Background: an optimization exercise with open tools, aiming at small area. Do not read the settings as production practice. In this exercise RTL edits were held to simulation tests only and were not proved equivalent to the original. The flow treats the clock pin as an ideal source, which a real chip does not have. Power is estimated from default activity; no workload was simulated.

// lcd114_test
module lcd114_test(
	input clk,
	input resetn,
	output lcd_resetn,
	output lcd_cs,
	output lcd_rs,
	output lcd_data,
	output lcd_bl
);
For scale: about 250 cells after synthesis, roughly 7 I/O pins, about 1600 sq um of cells after synthesis.
Settings: LEC_CHECK=0, CAP_MARGIN=20, CORE_MARGIN=2, CORE_UTILIZATION=45, PLACE_DENSITY=0.6, SLEW_MARGIN=20; clock period 10.0 ns.
standard.sh (not shown) runs the stock make flow with config.mk's settings and CLKGATE_MAP_FILE= SYNTH_SCRIPT=/design/flow/synth_recipe.tcl, a recipe that flattens the netlist after the stock synthesis.
==> flow/flow/run.sh <==
#!/bin/bash
# Own flow: the standard synthesis, then an area-oriented re-synthesis of the
# combinational logic only (registers kept as they are: same names, same cells),
# then the standard layout from floorplan to finish.
set -euo pipefail
W=$PWD
R=$W/orfs/results/$FLOW_PLATFORM/lcd114_test/base
LIB=$FLOW_HOME/platforms/$FLOW_PLATFORM/lib/sky130_fd_sc_hd__tt_025C_1v80.lib
YOSYS=$(command -v yosys || echo $FLOW_HOME/../tools/install/yosys/bin/yosys)
NJ=${NUM_CORES:-4}

bash standard.sh synth > $W/log_1_synth_std.txt 2>&1
cp $R/1_2_yosys.v $W/netlist_std.v

# re-synthesis: ABC's deepsyn with several seeds, keep the smallest netlist
mkdir -p $W/reopt
run_seed() {
  local s=$1 v=${1%%_*} seed=${1##*_}
  sed -e "s#@SEED@#$seed#" flow/reopt_$v.abc > $W/reopt/s$s.abc
  sed -e "s#@LIB@#$LIB#g" -e "s#@IN@#$W/netlist_std.v#" -e "s#@OUT@#$W/reopt/s$s.v#" \
      -e "s#@SCRIPT@#$W/reopt/s$s.abc#" -e "s#@STAT@#$W/reopt/s$s.stat#" \
      flow/reopt.ys > $W/reopt/s$s.ys
  $YOSYS -s $W/reopt/s$s.ys > $W/reopt/log_yosys_s$s.txt 2>&1 || true
}
SEEDS=""
for v in $(cat flow/variants.txt); do for s in $(cat flow/seeds.txt); do SEEDS="$SEEDS ${v}_$s"; done; done
i=0
for s in $SEEDS; do
  run_seed $s &
  i=$((i+1))
  if (( i % NJ == 0 )); then wait; fi
done
wait
best=""; barea=""
for s in $SEEDS; do
  a=$(grep -s "Chip area" $W/reopt/s$s.stat | awk '{print $NF}' || true)
  [[ -n "$a" && -s $W/reopt/s$s.v ]] || continue
  echo "seed $s area $a" >> $W/reopt/areas.txt
  if [[ -z "$best" ]] || awk "BEGIN{exit !($a < $barea)}"; then best=$s; barea=$a; fi
done
echo "best seed $best area $barea" >> $W/reopt/areas.txt
if [[ -n "$best" ]]; then
  cp $W/reopt/s$best.v $R/1_2_yosys.v
  rm -f $R/1_synth.odb $R/1_synth.sdc
fi

# port buffers: the smallest buffer (repair may still upsize it)
EXTRA=("BUFFER_PORTS_ARGS=-buffer_cell sky130_fd_sc_hd__buf_1")
# clock tree: one clock buffer (flow/one_clkbuf.tcl, run before CTS) drives every register;
# CTS is then given only the port's net, which has that one sink, so it adds nothing
if [[ -s flow/one_clkbuf.tcl ]]; then
  EXTRA+=("PRE_CTS_TCL=$W/flow/one_clkbuf.tcl" "CTS_ARGS=-clk_nets clk")
elif [[ -s flow/cts_args.txt ]]; then
  EXTRA+=("CTS_ARGS=$(tr '\n' ' ' < flow/cts_args.txt)")
fi
bash standard.sh "${EXTRA[@]}" finish > $W/log_2_layout.txt 2>&1
==> flow/flow/one_clkbuf.tcl <==
# one clock buffer between the clock port and every register clock pin
proc insert_one_clock_buffer { cell } {
  set block [ord::get_db_block]
  set clk [$block findNet clk]
  set master [[ord::get_db] findMaster $cell]
  set inst [odb::dbInst_create $block $master clkbuf_root]
  set nn [odb::dbNet_create $block clknet_root]
  $nn setSigType CLOCK
  set sx 0; set sy 0; set k 0
  foreach it [$clk getITerms] {
    set i [$it getInst]
    set loc [$i getLocation]
    set sx [expr {$sx + [lindex $loc 0]}]; set sy [expr {$sy + [lindex $loc 1]}]; incr k
    $it disconnect
    $it connect $nn
  }
  [$inst findITerm A] connect $clk
  [$inst findITerm X] connect $nn
  $inst setLocation [expr {$sx / $k}] [expr {$sy / $k}]
  $inst setPlacementStatus PLACED
  puts "inserted $cell driving $k clock pins"
}
insert_one_clock_buffer sky130_fd_sc_hd__buf_12
==> flow/flow/reopt_a.abc <==
&get -n
&st
&deepsyn -T 120 -S @SEED@
&put
dch
map -a
topo
==> flow/flow/seeds.txt <==
13 7 37 26 40 33 77 3
==> flow/flow/variants.txt <==
a
Other scripts of this flow, unchanged in this note and not shown: flow/flow/reopt.ys
The starting point completed without violations.
==> next run, changes <==
--- a/flow/flow/run.sh
+++ b/flow/flow/run.sh
@@ -18,2 +18,2 @@
-  local s=$1 v=${1%%_*} seed=${1##*_}
-  sed -e "s#@SEED@#$seed#" flow/reopt_$v.abc > $W/reopt/s$s.abc
+  local s=$1
+  sed -e "s#@SEED@#$s#" flow/reopt.abc > $W/reopt/s$s.abc
@@ -25,2 +25 @@
-SEEDS=""
-for v in $(cat flow/variants.txt); do for s in $(cat flow/seeds.txt); do SEEDS="$SEEDS ${v}_$s"; done; done
+SEEDS=$(cat flow/seeds.txt)
@@ -49,7 +48,2 @@
-# clock tree: one clock buffer (flow/one_clkbuf.tcl, run before CTS) drives every register;
-# CTS is then given only the port's net, which has that one sink, so it adds nothing
-if [[ -s flow/one_clkbuf.tcl ]]; then
-  EXTRA+=("PRE_CTS_TCL=$W/flow/one_clkbuf.tcl" "CTS_ARGS=-clk_nets clk")
-elif [[ -s flow/cts_args.txt ]]; then
-  EXTRA+=("CTS_ARGS=$(tr '\n' ' ' < flow/cts_args.txt)")
-fi
+# clock tree: settings in flow/cts_args.txt when present
+if [[ -s flow/cts_args.txt ]]; then EXTRA+=("CTS_ARGS=$(tr '\n' ' ' < flow/cts_args.txt)"); fi
==> flow/flow/cts_args.txt (new file) <==
-sink_clustering_enable -repair_clock_nets -dont_use_dummy_load -sink_clustering_size 30 -sink_clustering_max_diameter 500 -root_buf sky130_fd_sc_hd__clkbuf_8 -buf_list sky130_fd_sc_hd__clkbuf_8
==> flow/flow/reopt.abc (new file) <==
&get -n
&st
&deepsyn -T 60 -S @SEED@
&put
dch
map -a
topo
==> flow/flow/seeds.txt (replaced) <==
0 13 21 89 7 3 42 77
CORE_UTILIZATION = 40   (was 45)
removed: flow/flow/one_clkbuf.tcl
removed: flow/flow/reopt_a.abc
removed: flow/flow/variants.txt
=>
- worst hold slack is worse by 0.0076 ns
- worst setup slack gets better by 0.86 ns
- sequential cell count stays the same
- routed wire length went up by 10%
- fmax rises by 16%
- sequential share of layout area is lower by 0.64 points
- power rose by 13%
- design area went up by about 2.2%
- synthesized cell count rose by about 5%
==> next run, changes <==
==> flow/flow/run.sh (replaced) <==
#!/bin/bash
# Own flow: the standard synthesis, then an area-oriented re-synthesis of the
# combinational logic only (registers kept as they are, same names and cells), then
# the standard layout from floorplan to finish.
set -euo pipefail
W=$PWD
R=$W/orfs/results/$FLOW_PLATFORM/lcd114_test/base
LIB=$FLOW_HOME/platforms/$FLOW_PLATFORM/lib/sky130_fd_sc_hd__tt_025C_1v80.lib
YOSYS=$(command -v yosys || echo $FLOW_HOME/../tools/install/yosys/bin/yosys)

bash standard.sh synth > $W/log_1_synth_std.txt 2>&1
cp $R/1_2_yosys.v $W/netlist_std.v

sed -e "s#@LIB@#$LIB#g" -e "s#@IN@#$W/netlist_std.v#" -e "s#@OUT@#$W/netlist_reopt.v#" \
    -e "s#@SCRIPT@#$W/flow/reopt.abc#" -e "s#@STAT@#$W/reopt_stat.txt#" \
    flow/reopt.ys > $W/reopt_run.ys
$YOSYS -s $W/reopt_run.ys > $W/log_1_reopt_yosys.txt 2>&1

cp $W/netlist_reopt.v $R/1_2_yosys.v
rm -f $R/1_synth.odb $R/1_synth.sdc
bash standard.sh "BUFFER_PORTS_ARGS=-buffer_cell sky130_fd_sc_hd__buf_1" finish > $W/log_2_layout.txt 2>&1
==> flow/flow/reopt.abc (replaced) <==
&get -n
&st
&deepsyn -T 60
&put
dch
map -a
topo
CTS_BUF_LIST = sky130_fd_sc_hd__clkbuf_4   (was not set)
CTS_CLUSTER_DIAMETER = 100   (was not set)
CTS_CLUSTER_SIZE = 30   (was not set)
removed: flow/flow/cts_args.txt
removed: flow/flow/seeds.txt
=>
- The changed run ran to the end with no violations
- die area rose by 3.0%
- setup slack is worse by 0.68 ns
- first-iteration DRC count rose by 24%

re-timing with driven ports:
How much do the figures lean on ideal ports? The routed layouts below were timed once more, with nothing changed but the port constraints. Step 1 sets driving cells, clkbuf_16 on the clock port and buf_2 on the other inputs (assumed; they add their load-dependent delay and slew). Step 2 times the ports against the registers' clock, not the clock port: input delays grow and output delays shrink by t, the midpoint of the rising clock arrivals with the driver on. Slacks: ideal ports / drivers / drivers and shift; pairs: ideal ports / drivers.
run | shift t [ns] | setup slack, ns | worst data-port slew with drivers (ns)
the first run | 0.150 | 3.882 / 3.851 / 4.002 | 0.03
the second run | 0.280 | 4.739 / 4.712 / 4.992 | 0.03
the third run | 0.329 | 4.062 / 4.037 / 4.366 | 0.03
After both steps every run listed still meets setup and hold.
